Context: an optimization exercise on an open-source flow, tuned for small area. The choices shown serve that exercise and are no tape-out recipe. Function was checked by simulation only, so behaviour that the tests miss may differ from the original. Power figures rest on the tool's default switching activity, not on a simulated workload.

// mini_cpu
module mini_cpu (
    input clock,
    input reset,         
    input enviar,        
    input [17:0] sw,
    output [15:0] ledr,
    output [7:0] ledg,
    output [7:0] LCD_DATA,
    output LCD_RS, LCD_RW, LCD_EN, LCD_ON, LCD_BLON
);
    wire [2:0] opcode = sw[17:15];
    wire [3:0] dest = sw[14:11];
    wire [2:0] estado;
    wire load_res;
    wire reg_we;
    wire upd;
    UC unidade_controle (
        .clock(clock), .reset(reset), .enviar(enviar), .opcode(opcode),
        .estado(estado), .load_res(load_res), .reg_we(reg_we), .upd(upd)
    );
    wire [15:0] dado_reg1, dado_reg2;
    reg  [15:0] dado_para_gravar;
    wire [15:0] resultado_ula;
    memory banco_registradores (
        .clock(clock),
        .clear(~reset | (opcode == 3'b110)),
        .write_enable(reg_we),
        .addr_dest(dest),
        .addr_src1(sw[10:7]),
        .addr_src2(sw[6:3]),
        .data_in(dado_para_gravar),
        .out_src1(dado_reg1),
        .out_src2(dado_reg2)
    );
    alu ula (
        .A(dado_reg1),
        .R2(dado_reg2),
        .sw(sw),
        .result(resultado_ula)
    );
    always @(posedge clock) begin
        if (~reset) dado_para_gravar <= 16'd0;
        else if (load_res) dado_para_gravar <= resultado_ula;
    end
    wire lcd_pronto;
    lcd_ini meu_lcd (
        .clk(clock),
        .reset(~reset),
        .opcode_in(opcode),
        .reg_index_in(dest),
        .reg_value_in(dado_para_gravar),
        .update_in(upd),
        .LCD_DATA(LCD_DATA),
        .LCD_RS(LCD_RS), .LCD_EN(LCD_EN),
        .inicializado(lcd_pronto)
    );
    assign LCD_RW   = 1'b0;
    assign LCD_ON   = 1'b1;
    assign LCD_BLON = 1'b1;
    assign ledg = {lcd_pronto, 4'b0, estado};
    assign ledr = dado_para_gravar;
endmodule
For scale: roughly 1500 cells after synthesis, ~330 flip-flops, ~18000 sq um of cells after synthesis.
export LEC_CHECK = 0
export CAP_MARGIN = 5
export CORE_MARGIN = 2
export CORE_UTILIZATION = 60
export SLEW_MARGIN = 5
create_clock -name core_clock -period 15.0 [get_ports {clock}]
standard.sh (not shown) runs the stock make flow with config.mk's settings and CLKGATE_MAP_FILE= SYNTH_SCRIPT=/design/flow/synth_recipe.tcl, a recipe that flattens the netlist after the stock synthesis.
==> flow/flow/run.sh <==
#!/bin/bash
# Own layout flow: the standard flow (standard.sh) with these changes:
#  - synthesis maps the logic with an area-oriented ABC script (flow/area.abc);
#    everything before ABC, including the flip-flop mapping, is ORFS's synthesis
#    unchanged, so the registers are the standard synthesis's;
#  - port buffers are sky130_fd_sc_hd__buf_1;
#  - clock tree synthesis without dummy loads, from sky130_fd_sc_hd__clkbuf_4,
#    with sink clusters of at most 8 flip-flops within 50 um;
#  - after global routing, cells on paths with positive slack are downsized
#    (RECOVER_POWER=100).
# Each tool's full output goes to the ORFS logs under orfs/logs, and make's to flow_make.log.
set -euo pipefail
W=$(pwd)
F=$W/flow

sed 's|^\( *\)log_cmd abc {\*}\$abc_args|\1set abc_args [lreplace $abc_args 1 1 '"$F"'/area.abc]\n\1log_cmd abc {*}$abc_args|' \
    "$FLOW_HOME/scripts/synth.tcl" > "$W/own_synth.tcl"
grep -q 'area.abc' "$W/own_synth.tcl"
sed "s|source \$::env(SCRIPTS_DIR)/synth.tcl|source $W/own_synth.tcl|" "$W/synth_recipe.tcl" > "$W/own_synth_recipe.tcl"
grep -q 'own_synth.tcl' "$W/own_synth_recipe.tcl"

bash "$W/standard.sh" "SYNTH_SCRIPT=$W/own_synth_recipe.tcl" \
    "BUFFER_PORTS_ARGS=-buffer_cell sky130_fd_sc_hd__buf_1" \
    "CTS_ARGS=-sink_clustering_enable -repair_clock_nets -dont_use_dummy_load -buf_list sky130_fd_sc_hd__clkbuf_4 -sink_clustering_size 8 -sink_clustering_max_diameter 50" \
    RECOVER_POWER=100 \
    finish > "$W/flow_make.log" 2>&1
==> flow/flow/area.abc <==
strash
&get -n
&st
&dch -f
&nf -R 1000
&put
strash
&get -n
&dch -f
&nf -R 1000
&put
The first run produced a layout that fails on capacitance limit, slew limit.
Change:
--- a/flow/flow/run.sh
+++ b/flow/flow/run.sh
@@ -8,3 +8 @@
-#    with sink clusters of at most 8 flip-flops within 50 um;
-#  - after global routing, cells on paths with positive slack are downsized
-#    (RECOVER_POWER=100).
+#    with sink clusters of at most 8 flip-flops within 50 um.
@@ -25 +22,0 @@
-    RECOVER_POWER=100 \
==> flow/flow/area.abc (replaced) <==
strash
&get -n
&st
&dch -f
&nf -R 1000
&put
strash
&get -n
&dch -f
&nf -R 1000
&put
strash
&get -n
&dch -f
&nf -R 1000
&put
strash
&get -n
&dch -f
&nf -R 1000
&put
strash
&get -n
&dch -f
&nf -R 1000
&put
strash
&get -n
&dch -f
&nf -R 1000
&put
CAP_MARGIN = 20   (was 5)
SLEW_MARGIN = 20   (was 5)
Result: This time the run completed without violations; die area decreases by 1.2%; via count decreases by 0.55%; combinational power increases by 5.8%; clock-buffer cell count increases by 1; total power increases by 1.7%.
Change:
--- a/flow/flow/run.sh
+++ b/flow/flow/run.sh
@@ -8 +8,3 @@
-#    with sink clusters of at most 8 flip-flops within 50 um.
+#    with sink clusters of at most 8 flip-flops within 50 um;
+#  - after global routing, cells on paths with positive slack are downsized
+#    (RECOVER_POWER=100).
@@ -22,0 +25 @@
+    RECOVER_POWER=100 \
CAP_MARGIN = 5   (was 20)
SLEW_MARGIN = 5   (was 20)
=>
- The changed run produced a layout that fails on capacitance limit, slew limit
- total power stays flat
- count of clock-buffer cells in the layout is unchanged
- first-iteration DRC count is higher by about 0.9%
- die area is unchanged
- global-route usage is unchanged
- worst setup slack is worse by 0.39 ns
- final cell count stays flat
- final area is lower by about 0.7%
- sequential share of layout area is higher by 0.35 points
- worst hold slack barely changes
Change:
--- a/flow/flow/run.sh
+++ b/flow/flow/run.sh
@@ -8,3 +8 @@
-#    with sink clusters of at most 8 flip-flops within 50 um;
-#  - after global routing, cells on paths with positive slack are downsized
-#    (RECOVER_POWER=100).
+#    with sink clusters of at most 8 flip-flops within 50 um.
@@ -25 +22,0 @@
-    RECOVER_POWER=100 \
CAP_MARGIN = 10   (was 5)
SLEW_MARGIN = 10   (was 5)
Outcome: Now the flow passed the timing, DRC and antenna checks; critical path depth grows by 3; hold slack is about the same; first-iteration DRC count drops by 0.91%; area after synthesis stays the same.

-- re-timing with driven ports --
In the flow no input, the clock included, has a driving cell. The finished layouts below were timed again as built, in two steps.
Step 1, drivers: a clkbuf_16 drives clock and a buf_2 each remaining input, both assumed.
Step 2 times the ports against the registers' clock, not the clock port: input delays grow and output delays shrink by t, the midpoint of the rising clock arrivals with the driver on.
Slacks: ideal / step 1 / step 2; pairs: ideal / step 1.
| run | shift t [ns] | setup slack, ns | slew at the worst register clock pin (ns) |
|---|---|---|---|
| the first run | 0.720 | 1.868 / 1.868 / 1.149 | 0.10 / 0.10 |
| the second run | 0.748 | 2.226 / 2.253 / 1.505 | 0.11 / 0.11 |
| the third run | 0.746 | 1.838 / 1.865 / 1.119 | 0.11 / 0.11 |
| the fourth run | 0.748 | 2.226 / 2.253 / 1.505 | 0.11 / 0.11 |
